From an optimization exercise on the open Yosys and OpenROAD flow, aimed at a short achievable clock period and few clock cycles; shortcuts taken in it are not production practice. Function was checked by simulation only, so behaviour that the tests miss may differ from the original.

==> flow/design.v (outline; a module is shown in full before it is edited, if it fits) <==
// module TourLogic: 895 lines
module TourLogic(clk,rst_n,x_start,y_start,go,done,indx,move);
  // ...
==> flow/run.sh <==
#!/bin/bash
# synth_recipe.tcl (not shown) runs the flow's synth.tcl, then flattens the netlist and writes it again
# the make line also repeats each setting of config.mk as NAME=value (left out here)
make -C /OpenROAD-flow-scripts/flow DESIGN_CONFIG=/design/flow/config.mk WORK_HOME=/design/flow/orfs CLKGATE_MAP_FILE= SYNTH_SCRIPT=/design/flow/synth_recipe.tcl finish
==> flow/config.mk <==
export PLATFORM = sky130hd
export DESIGN_NAME = TourLogic
export DESIGN_NICKNAME = TourLogic
export VERILOG_FILES = /design/flow/design.v
export SDC_FILE = /design/flow/constraint.sdc
export NUM_CORES = 4
export LEC_CHECK = 0
export ABC_CLOCK_PERIOD_IN_PS = 4000
export CAP_MARGIN = 20
export CORE_MARGIN = 2
export CORE_UTILIZATION = 40
export SETUP_SLACK_MARGIN = 5
export SLEW_MARGIN = 20
==> flow/constraint.sdc <==
create_clock -name core_clock -period 10.0 [get_ports {clk}]
set_input_delay 2.0000 -clock core_clock [delete_from_list [all_inputs] [get_ports {clk}]]
set_output_delay 2.0000 -clock core_clock [all_outputs]
set_load 0.01 [all_outputs]
==> impl_metrics.tcl, run 1 <==
set metrics [dict create \
    crit_end "vis[22]$_DFFE_PP_" \
    grt_pass1_wl_um 158000 \
    crit_family "compound AO/OA/AOI/OAI gates" \
    outcome "timing/DRC/antenna clean" \
    die_w_um 240 \
    hold_depth 1 \
    top_regs "stk (192), cur (25), vis (25)" \
    synthTopCellsByArea "edfxtp_1, ha_1, mux2_1, mux2_2, a22oi_1" \
    clkSinkCount 256 \
    met2_length_um 48700 \
    numCtsBuffers 27 \
    min_to "stk[22][4]$_DFFE_PP_" \
    endpoint_kind "flop" \
    cp_max_fo 13 \
    largest_reg_flops 192 \
    r2r_start "vis[21]$_DFFE_PP_" \
    ant_nets 0 \
    startpoint "vis[21]$_DFFE_PP_" \
    multi_input_area_share 0.529 \
    seq_share 0.251 \
    top_layer_used "met5" \
    ff2ff_setup_slack_ns 3.49 \
    cp_slowest_cell "a21oi_4" \
    syn_area_um2 22300 \
    n_antenna_cell 1 \
    clock_insertion_delay_worst_skew_ns 0.58 \
    die-area_um2 57700 \
    layout_min_cycle_time_ns 6.51 \
    period_share 0.651 \
    grt_usage 0.376 \
    syn2layout_area_growth_pct 37.5 \
    hold_path_class "reg -> reg" \
    core_um2 55100 \
    ff_latch_area_um2 7680 \
    place.port_buffers 22 \
    place_congestion 1.09 \
    yosys_warnings 2 \
    multi_input_cells 1775 \
]
Testbench counts, summed over its fixed seeds: cycles 3,993.
==> run 2: changes to the inputs <==
--- a/flow/config.mk
+++ b/flow/config.mk
@@ -5,9 +5,7 @@
 export SDC_FILE = /design/flow/constraint.sdc
 export NUM_CORES = 4
 export LEC_CHECK = 0
-export ABC_CLOCK_PERIOD_IN_PS = 4000
 export CAP_MARGIN = 20
 export CORE_MARGIN = 2
 export CORE_UTILIZATION = 40
-export SETUP_SLACK_MARGIN = 5
 export SLEW_MARGIN = 20
==> impl_metrics.tcl, run 2 <==
set metrics [dict create \
    outcome "timing/DRC/antenna clean" \
    relSlewSlack 0.113 \
    routedWlPerCell_um 32.5 \
    cp_slowest_cell "a221oi_1" \
    cts.repair.resized 0 \
    wirelength_um 98700 \
    crit_family "compound AO/OA/AOI/OAI gates" \
    top_register "stk" \
    crit_arrival_ns 9.23 \
    cp.required_ns 10.30 \
    synthTopCellsByArea "edfxtp_1, ha_1, mux2_1, mux2_2, a22oi_1" \
    layout_common_cells "edfxtp_1, ha_1, nand2_1" \
    drt-initial-drc-count 3367 \
    cts_tree "built" \
    clkSinkCount 256 \
    yosys_warnings 2 \
    synth_compound_area_frac 0.254 \
    top_regs "stk (192), cur (25), vis (25)" \
    worstSetupStartpointType "flop" \
    hold_buffers 0 \
    cp_slowest_stage_delay_ns 1.00 \
    grt_pass1_wl_um 141000 \
    syn2layout_area_growth_pct 9.40 \
    vias_per_cell 7.11 \
    period_share 0.893 \
    n_antenna_cell 0 \
    clockRootBuffer "clkbuf_16" \
    largest_reg_flops 192 \
    hold_violations 0 \
    grt_start_max_net_pins 207 \
    post-dp-hpwl_um 72600 \
    syn_inst 2271 \
    tns_ns 0 \
    setup_violations 0 \
    synth-seq-cells 256 \
    synth_top_family_by_area "compound AO/OA/AOI/OAI gates" \
    max_freq_mhz 112 \
    synth_nets 2502 \
    die-area_um2 57700 \
    synth.top_cell.area_share 0.343 \
    synth_most_common_cell "edfxtp_1" \
    route.detailed.drc 0 \
    synth.area.mux_share 0.0970 \
    start_util 0.405 \
    cp_max_fo 14 \
    ant_nets 0 \
    cpMostUsedCell "nor2_1" \
    async_flop_share 0.00391 \
    slew_viol_final 0 \
    crit_buf_inv 6 \
    fin_nets 2502 \
    synthAdderAreaFrac 0.123 \
    antenna_found_initial 0 \
    clockBufferDepth 3 \
    mostFrequentLayoutCell "edfxtp_1" \
    hold_path_class "reg -> reg" \
    synth_flop_cell "edfxtp_1" \
    ios 23 \
    path_clk_slew_ns 0.07 \
    clock_insertion_delay_worst_skew_ns 0.58 \
    syn_area_per_cell_um2 9.82 \
    tightest_slew_ns 1.33 \
    core_um2 55100 \
    place.port_buffers 22 \
    rows 86 \
    synthTopCellsByCount "edfxtp_1, ha_1, nand2_1, nor2_1, inv_1" \
    overflow 0 \
    ys_seq_area_frac 0.344 \
    synth-edff-count 255 \
    layout_min_cycle_time_ns 8.93 \
    drive_gt1_frac 0.109 \
    synthSimpleGateAreaFrac 0.134 \
    rsz0062_at_grt "no" \
    grt_usage 0.334 \
    vias 21600 \
    place_congestion 1.07 \
    ctsHtreeMaxLevel 1 \
    die_w_um 240 \
    synth.distinct_cells 97 \
    numCtsBuffers 26 \
    die_h_um 240 \
    finClkSkew_ns 0.0302 \
    holdWs_ns 0.579 \
    drv_cap 0 \
    criticalPathCategory "reg -> reg" \
    syn_area_um2 22300 \
    synth_xor_area_frac 0.00275 \
    endpoint_kind "flop" \
    cts_setup_buffers 0 \
    grt_pass1_vias 20400 \
    dr.pass1.iters 9 \
    yosysTopAreaCell "edfxtp_1" \
]
run 2: worst reg2reg max path: cells and delay by family (launching register included):
| family | cells | cell delay, ns |
|---|---|---|
| flip-flops | 1 | 0.84 |
| adder cells (fa/ha/maj) | 3 | 1.08 |
| XOR/XNOR | 2 | 0.32 |
| buffers and inverters | 6 | 1.48 |
| AND/OR/NAND/NOR | 7 | 1.48 |
| AO/OA/AOI/OAI | 10 | 3.47 |
run 2: final timing paths:
| path | startpoint | depth (start not counted) | slack (ns) | to |
|---|---|---|---|---|
| min in group asynchronous | rst_n | 1 | 1.58 | busy$_DFF_PN0_ |
| hold / removal | stk[23][5]$_SDFFCE_PP0P_ | 1 | 0.58 | stk[22][5]$_DFFE_PP_ |
| max in group asynchronous | rst_n | 1 | 8.32 | busy$_DFF_PN0_ |
| hold reg to reg | stk[23][5]$_SDFFCE_PP0P_ | 1 | 0.58 | stk[22][5]$_DFFE_PP_ |
| setup reg to reg | vis[2]$_DFFE_PP_ | 28 | 1.07 | depth[4]$_SDFFCE_PN0P_ |
| setup / recovery | vis[2]$_DFFE_PP_ | 28 | 1.07 | depth[4]$_SDFFCE_PN0P_ |
run 2: cell type report:
cell class | count | area [um2]
multi-input combinational | 1772 | 13700
fill | 5345 | 30700
inverter | 124 | 465
clock inverter | 19 | 200
clock buffer | 29 | 662
timing repair buffer | 91 | 767
sequential | 256 | 7680
tap | 748 | 936
run 2: logic make-up after synthesis:
logic type,Yosys count
xor gates and xnor gates,7
AOI/OAI and AO/OA,753
buffers and inverters,243
DFF,256
muxes,194
and+or+nand+nor,600
adders and majority gates,218
run 2: metal layers:
layer	vias up	routed length, um	GRT usage
met5	-	0	0
met4	0	5310	0.157
met3	355	10400	0.0680
met2	1543	42100	0.498
met1	10700	40900	0.463
li1	9057	-	-
run 2: metrics by stage:
stage,area (um2),setup WS (ns),utilization,instances
after CTS,24400,1.51,0.442,3037
after detailed placement,23500,1.56,0.427,2989
after global routing,24400,0.771,0.443,3039
after global placement,23500,1.42,0.427,2989
final,24400,1.07,0.443,3039
after floorplan,22300,0.413,-,2271

==> afterwards: timing with drivers on the ports <==
Ports are ideal in the flow. The routed layouts listed here were re-timed in OpenROAD. Step 1 (the two cells are an assumption about what drives the block):
set clk [get_ports {clk}]
set_driving_cell -lib_cell sky130_fd_sc_hd__clkbuf_16 $clk
set_driving_cell -lib_cell sky130_fd_sc_hd__buf_2 [delete_from_list [all_inputs] $clk]
Step 2 moves the port delays by t, midway between the first and last clock arrival at a register: inputs arrive t later, outputs are due t later. That takes back most of the time a late clock gives input paths. Slacks: ideal ports / drivers / drivers and shift; pairs: ideal ports / drivers.
| run | t (ns) | setup WS [ns] | worst hold slack (ns) |
|---|---|---|---|
| run 1 | 0.626 | 3.492 / 3.492 / 3.492 | 0.581 / 0.581 / 0.581 |
| run 2 | 0.619 | 1.072 / 1.072 / 1.072 | 0.579 / 0.579 / 0.579 |
After both steps every run listed still meets setup and hold.
